Source: an optimization exercise on an open RTL-to-GDS flow (aim: small area, a short achievable clock period and few clock cycles per item). Production flows keep margins and buffers that such runs may drop. In this exercise RTL edits were held to simulation tests only and were not proved equivalent to the original. Power figures rest on the tool's default switching activity, not on a simulated workload.

$ cat design/flow/config.mk
export PLATFORM = sky130hd
export DESIGN_NAME = gaussian_stream
export DESIGN_NICKNAME = gaussian_stream
export VERILOG_FILES = /design/flow/design.v
export SDC_FILE = /design/flow/constraint.sdc
export NUM_CORES = 4
export LEC_CHECK = 0
export CAP_MARGIN = 20
export CORE_MARGIN = 2
export CORE_UTILIZATION = 60
export CTS_CLUSTER_DIAMETER = 80
export CTS_CLUSTER_SIZE = 30
export PLACE_DENSITY = 0.7
export SLEW_MARGIN = 20
$ cat design/flow/constraint.sdc
create_clock -name core_clock -period 10.0 [get_ports {clk}]
set_input_delay 2.0000 -clock core_clock [delete_from_list [all_inputs] [get_ports {clk}]]
set_output_delay 2.0000 -clock core_clock [all_outputs]
set_load 0.01 [all_outputs]
$ cat design/flow/design.v
`timescale 1 ns / 1 ns
module gaussian_stream
(
	input        clk,
	input        reset,
	input        on_switch,
	input  [7:0] input_fifo,
	input        input_fifo_valid,
	output       input_fifo_ready,
	output [7:0] output_fifo,
	output       output_fifo_valid,
	input        output_fifo_ready
);
localparam integer SLOTS = 6;      
reg        rdy;
reg  [7:0] in_reg;
reg        sh;            
wire       take = input_fifo_valid & rdy & ~reset;
always @(posedge clk) begin
	in_reg <= input_fifo;
	sh <= take;
end
localparam integer DEPTH = 260;    
reg [8*DEPTH-1:0] chain;
always @(posedge clk)
	if (sh) chain <= {chain[8*DEPTH-9:0], in_reg};
function [7:0] tap;
	input integer d;
	begin
		if (d == 0) tap = in_reg;
		else tap = chain[8*(d-1) +: 8];
	end
endfunction
reg [10:0] pos;
reg        primed;
wire [5:0] px = pos[5:0];
wire [4:0] py = pos[10:6];
wire border = ~on_switch | (px < 6'd2) | (px > 6'd61) | (py < 5'd2) | (py > 5'd29);
always @(posedge clk) begin
	if (reset) begin
		pos <= 11'd1918;       
		primed <= 1'b0;
	end else begin
		if (sh) begin
			pos <= pos + 11'd1;
			if (pos == 11'd2047) primed <= 1'b1;
		end
	end
end
reg        v1, b1;
reg  [7:0] ctr_1, ctr_2;
reg  [9:0] c1, c3a, c3b, c4, c8, c10;
always @(posedge clk) begin
	v1 <= ~reset & sh & primed;
	b1 <= border;
	ctr_1 <= tap(260 - 64*(2) - (2));
	c1  <= tap(260 - 64*(0) - (0)) + tap(260 - 64*(0) - (4)) + tap(260 - 64*(4) - (0)) + tap(260 - 64*(4) - (4));
	c3a <= tap(260 - 64*(0) - (1)) + tap(260 - 64*(0) - (3)) + tap(260 - 64*(1) - (0)) + tap(260 - 64*(3) - (0));
	c3b <= tap(260 - 64*(4) - (1)) + tap(260 - 64*(4) - (3)) + tap(260 - 64*(1) - (4)) + tap(260 - 64*(3) - (4));
	c4  <= tap(260 - 64*(0) - (2)) + tap(260 - 64*(2) - (0)) + tap(260 - 64*(4) - (2)) + tap(260 - 64*(2) - (4));
	c8  <= tap(260 - 64*(1) - (1)) + tap(260 - 64*(1) - (3)) + tap(260 - 64*(3) - (1)) + tap(260 - 64*(3) - (3));
	c10 <= tap(260 - 64*(1) - (2)) + tap(260 - 64*(2) - (1)) + tap(260 - 64*(3) - (2)) + tap(260 - 64*(2) - (3));
end
reg        v2, b2;
reg [10:0] sa;            
reg [11:0] sb, sd;        
reg [10:0] se;            
wire [11:0] a_sum = c1 + c3a + c3b;
always @(posedge clk) begin
	v2 <= ~reset & v1;
	b2 <= b1;
	ctr_2 <= ctr_1;
	sa <= a_sum[11:1];
	sb <= c3a + c3b + {c4, 1'b0};
	sd <= c8 + c10 + ctr_1;
	se <= c10 + {ctr_1, 1'b0};
end
reg        v3;
reg  [7:0] res;
wire [13:0] h = sa + sb + se + {sd, 2'b00};     
always @(posedge clk) begin
	v3 <= ~reset & v2;
	res <= b2 ? ctr_2 : h[13:6];
end
reg        ovalid;
reg  [7:0] odata;
reg  [7:0] mem [0:SLOTS-1];
reg  [2:0] wp, rp;
reg  [2:0] cnt;
reg  [2:0] occ;
wire       push = v3;
wire       pop = ovalid & output_fifo_ready;
wire [2:0] wp1 = (wp == SLOTS - 1) ? 3'd0 : wp + 3'd1;
wire [2:0] rp1 = (rp == SLOTS - 1) ? 3'd0 : rp + 3'd1;
wire [7:0] head0 = mem[rp];
wire [7:0] head1 = mem[rp1];
wire       empty0 = cnt == 3'd0;
wire       empty1 = cnt == 3'd1;
wire       left_empty = empty0 | (empty1 & pop);    
wire       drop = sh & ~primed;                     
wire [2:0] occ_b = occ - {2'b00, drop};
wire       room_p = occ_b < SLOTS - 1;
wire       room_0 = occ_b < SLOTS;
always @(posedge clk) begin
	if (push) mem[wp] <= res;
	odata <= left_empty ? res : pop ? head1 : head0;
	if (reset) begin
		ovalid <= 1'b0;
		wp <= 3'd0;
		rp <= 3'd0;
		cnt <= 3'd0;
		occ <= 3'd0;
		rdy <= 1'b1;
	end else begin
		ovalid <= push | ~left_empty;
		if (push) wp <= wp1;
		if (pop) rp <= rp1;
		cnt <= pop ? (push ? cnt : cnt - 3'd1) : (push ? cnt + 3'd1 : cnt);
		occ <= take ? (pop ? occ_b : occ_b + 3'd1) : (pop ? occ_b - 3'd1 : occ_b);
		rdy <= take ? (pop ? room_0 : room_p) : (pop | room_0);
	end
end
assign input_fifo_ready = rdy;
assign output_fifo = odata;
assign output_fifo_valid = ovalid;
endmodule
$ cat design/flow/standard.sh
#!/bin/bash
# synth_recipe.tcl (not shown) runs the flow's synth.tcl, then flattens the netlist and writes it again
# the make line also repeats each setting of config.mk as NAME=value (left out here)
make -C /OpenROAD-flow-scripts/flow DESIGN_CONFIG=/design/flow/config.mk WORK_HOME=/design/flow/orfs CLKGATE_MAP_FILE= SYNTH_SCRIPT=/design/flow/synth_recipe.tcl "${@:-finish}"
$ cat design/flow/flow/run.sh
#!/bin/bash
set -euo pipefail
bash standard.sh SETUP_SLACK_MARGIN=7 finish > standard_flow.log 2>&1
==> impl_metrics.yaml <==
sta:
  fin_hold_ws_ps: 366
  setup_violations: 0
  setup_slack_ps: 6800
  fin_crit_sh: 0.320
  report.final.slew_viol_count: 0
  fin_crit_ps: 3200
  skew_ps: 37.3
  clock.fmax_ghz: 0.312
  rsz0062_at_grt: "true"
  worst_slew_pin_slew_ps: 1100
  max_slew_margin: 0.264
  finalHoldViolCount: 0
  tns_ps: 0
min_path:
  hold_path_end: "b2$_DFF_P_"
  hp-class: "reg -> reg"
  min-delay-start: "b1$_DFF_P_"
  hold_depth: 0
finish:
  largest_register_ffs: 2080
  regMostFlops: "chain"
  fillers: 8043
  finalNetCount: 3807
  synthToLayoutAreaGrowth_pct: 8.27
  final_common_cell: "edfxtp_1"
  final_cell_mix: "2,128 x edfxtp_1, 255 x inv_1, 166 x dfxtp_1"
  final_cells: 5265
  drive_gt1_frac: 0.0971
  num_antenna_cells: 0
  largestRegisters: "chain: 2080 flops, mem: 48 flops"
drt:
  drtPass1Iterations: 5
  wl_per_cell_microns: 19.0
  top_layer: "met4"
  met3WireLength_microns: 2840
  ant_nets: 0
  met1_length_microns: 48100
  wl_microns: 99900
  vias: 27700
  dr_wl_met2_microns: 46400
  via_per_inst: 5.27
  drtIter0Drc: 2350
  drc: 0
synth:
  synth_top_cell_area_share: 0.835
  syn_nets: 3646
  avgSynthCellArea_sq_um: 22.7
  yosysUniqueCellTypes: 57
  yosysSeqAreaShare: 0.882
  netlist_instances: 3369
  syn_area_sq_um: 76500
  synth-edff-count: 2128
  ys_warn_count: 1
  async_flop_share: 0
  synth_top_area_cell: "edfxtp_1"
  ys_seq_elements: 2309
  synth_area_leaders: "edfxtp_1 83%, dfxtp_1 4.7%, fa_1 3.8%"
  synth_flop_cell: "edfxtp_1"
power:
  power_density_nw_per_um2: 214
  p_leak_nw: 22.5
  ir_drop_uv: 184
worst_setup_path:
  r2r_start: "chain[1537]$_DFFE_PP_"
  crit_chain: "buf_6"
  cp_top_family: "flip-flops"
  cp_data_required_time_ps: 8000
  crit_buf_inv: 1
  critPathKind: "reg -> out"
  cp_slowest_cell: "dfxtp_4"
  reg2reg_to: "c8[7]$_DFF_P_"
  worst-r2r-cell-count: 13
  arrival_ps: 1200
  crit_path_start_kind: "flop"
  r2r_setup_slack_ps: 7070
  critPathMaxFanout: 1
  critPathMaxStageDelay_ps: 370
  endpoint_kind: "output port"
placement:
  post-place-ws_ps: 5340
  numPortBuffers: 22
  dp_cells: 5055
  dp_hpwl_microns: 55100
  gp_congestion: 0.823
global_routing:
  grt_pass1_wl_microns: 157000
  antenna_found_initial: 2
  grt_max_degree: 213
  grt-ovfl-total: 0
  grt_use_total: 0.154
  grt_pass1_vias: 27700
floorplanning:
  io_pins: 23
  initial_utilization: 0.603
  dieWidth_microns: 361
  num_rows: 131
  dieArea_sq_um: 130000
  core_area_sq_um: 127000
  fp.dieH_microns: 361
run:
  drv_cap: 0
cts:
  clk_path_buf_depth: 3
  htreeDepth: 3
  cts_buffers: 92
  cts_tree: "done"
  cts.sinks: 2309
  clk_latency_ps: 740
  ctsHoldBuffers: 0
  cts-root-buf: "clkbuf_16"
  clk_pin_slew_ps: 110
status:
  status: "no timing/DRC/antenna violations"
-- timing repair --
action | 4_1_cts | 5_1_grt
pin swaps | 21 | 81
setup endpoints to repair | 949 | 1208
buffers inserted | 13 | 28
gates resized for setup | 127 | 82
gates cloned | 0 | 2
-- per-layer routing --
layer	global-route usage	vias to the layer above
li1	-	12900
met1	0.239	14300
met2	0.232	329
met3	0.0244	165
met4	0.0426	0
met5	0	-
-- worst reg2reg max path, delay by kind of cell (launching register included) --
family | cells | cell delay, ps
flip-flops | 1 | 420
buffers and inverters | 3 | 180
XOR/XNOR | 1 | 120
AND/OR/NAND/NOR | 2 | 260
AO/OA/AOI/OAI | 3 | 270
adder cells (fa/ha/maj) | 4 | 1580
-- how the worst max path moves through the flow --
stage	depth (start not counted)	startpoint	to	slack, ps
final	1	odata[6]$_DFF_P_	output_fifo[6]	6800
after detailed placement	6	output_fifo_ready	odata[4]$_DFF_P_	5340
after CTS	1	odata[6]$_DFF_P_	output_fifo[6]	6730
after floorplan	8	sh$_DFF_P_	occ[2]$_SDFF_PP0_	-5790
after global routing	1	odata[6]$_DFF_P_	output_fifo[6]	6730
after global placement	6	output_fifo_ready	odata[4]$_DFF_P_	5410
-- power by group --
part | switching (W) | leakage, nW | total [W] | internal (W)
registers | 0.000121 | 15.9 | 0.0110 | 0.0108
clock network | 0.00270 | 1.38 | 0.00460 | 0.00189
logic | 0.00124 | 5.20 | 0.00219 | 0.000945
-- layout make-up --
class	count	area [sq um]	share of cell area
clock buffers	139	2550	0.0308
clock inverters	28	330	0.00399
inverters	277	1040	0.0125
multi-input cells	763	8390	0.101
flip-flops and latches	2309	67500	0.815
well taps	1662	2080	0.0251
repair buffers	87	925	0.0112
-- cell families (layout without fill, tap and decap cells) --
logic type / count (synthesis) / count (layout) / synth area share
muxes: 41 / 41 / 0.00860
xor gates and xnor gates: 89 / 89 / 0.0102
and+or+nand+nor: 187 / 187 / 0.0111
buffers and inverters: 297 / 531 / 0.0151
DFF: 2309 / 2309 / 0.882
adders and majority gates: 264 / 264 / 0.0574
AOI/OAI and AO/OA: 182 / 182 / 0.0154
-- per-stage QoR --
| step | area [sq um] | total power [W] | util |
|---|---|---|---|
| 2_1_floorplan | 76600 | 0.0129 | - |
| 5_1_grt | 82900 | 0.0185 | 0.652 |
| 6_report | 82900 | 0.0178 | 0.652 |
| 3_5_place_dp | 79000 | 0.0130 | 0.622 |
| 3_3_place_gp | 79000 | 0.0129 | 0.622 |
| 4_1_cts | 82300 | 0.0177 | 0.648 |
-- Yosys cell counts, types with 5 or more instances --
library cell / count
fa_1: 145
a21o_1: 16
o41ai_1: 8
nand2b_1: 5
mux2_2: 6
nor2_1: 66
nor2b_1: 14
mux4_2: 16
mux2_4: 7
o21ai_0: 37
clkbuf_1: 10
a21oi_1: 54
xnor2_1: 69
o21a_1: 9
nand3_1: 7
o21bai_1: 9
edfxtp_1: 2128
mux2i_1: 8
dfxtp_1: 181
nand2_1: 57
xor2_1: 20
ha_1: 119
a211oi_1: 18
nor3_1: 17
inv_1: 277
Testbench counts, summed over its fixed seeds: cycles 49,192, items 49,152.

-- re-timing with driven ports --
How much do the figures lean on ideal ports? The routed layout below was timed once more, with nothing changed but the port constraints.
Step 1 assumes that a clkbuf_16 drives the clock port and a buf_2 every other input.
Step 2 times the ports against the registers' clock, not the clock port: input delays grow and output delays shrink by t, the midpoint of the rising clock arrivals with the driver on.
Slacks: no drivers / after step 1 / after step 2; pairs: no drivers / after step 1.
shift t [ns]: 0.787
setup WS [ns]: 6.795 / 6.723 / 6.387
clock arrival spread, ns: 0.050 / 0.051
worst data-port slew with drivers (ns): 0.05
cell pins on the clock port's net: 1
After both steps setup and hold are still met in this run. For this run, drivers alone change the setup slack by -0.072 ns; drivers and shift together by -0.408 ns.
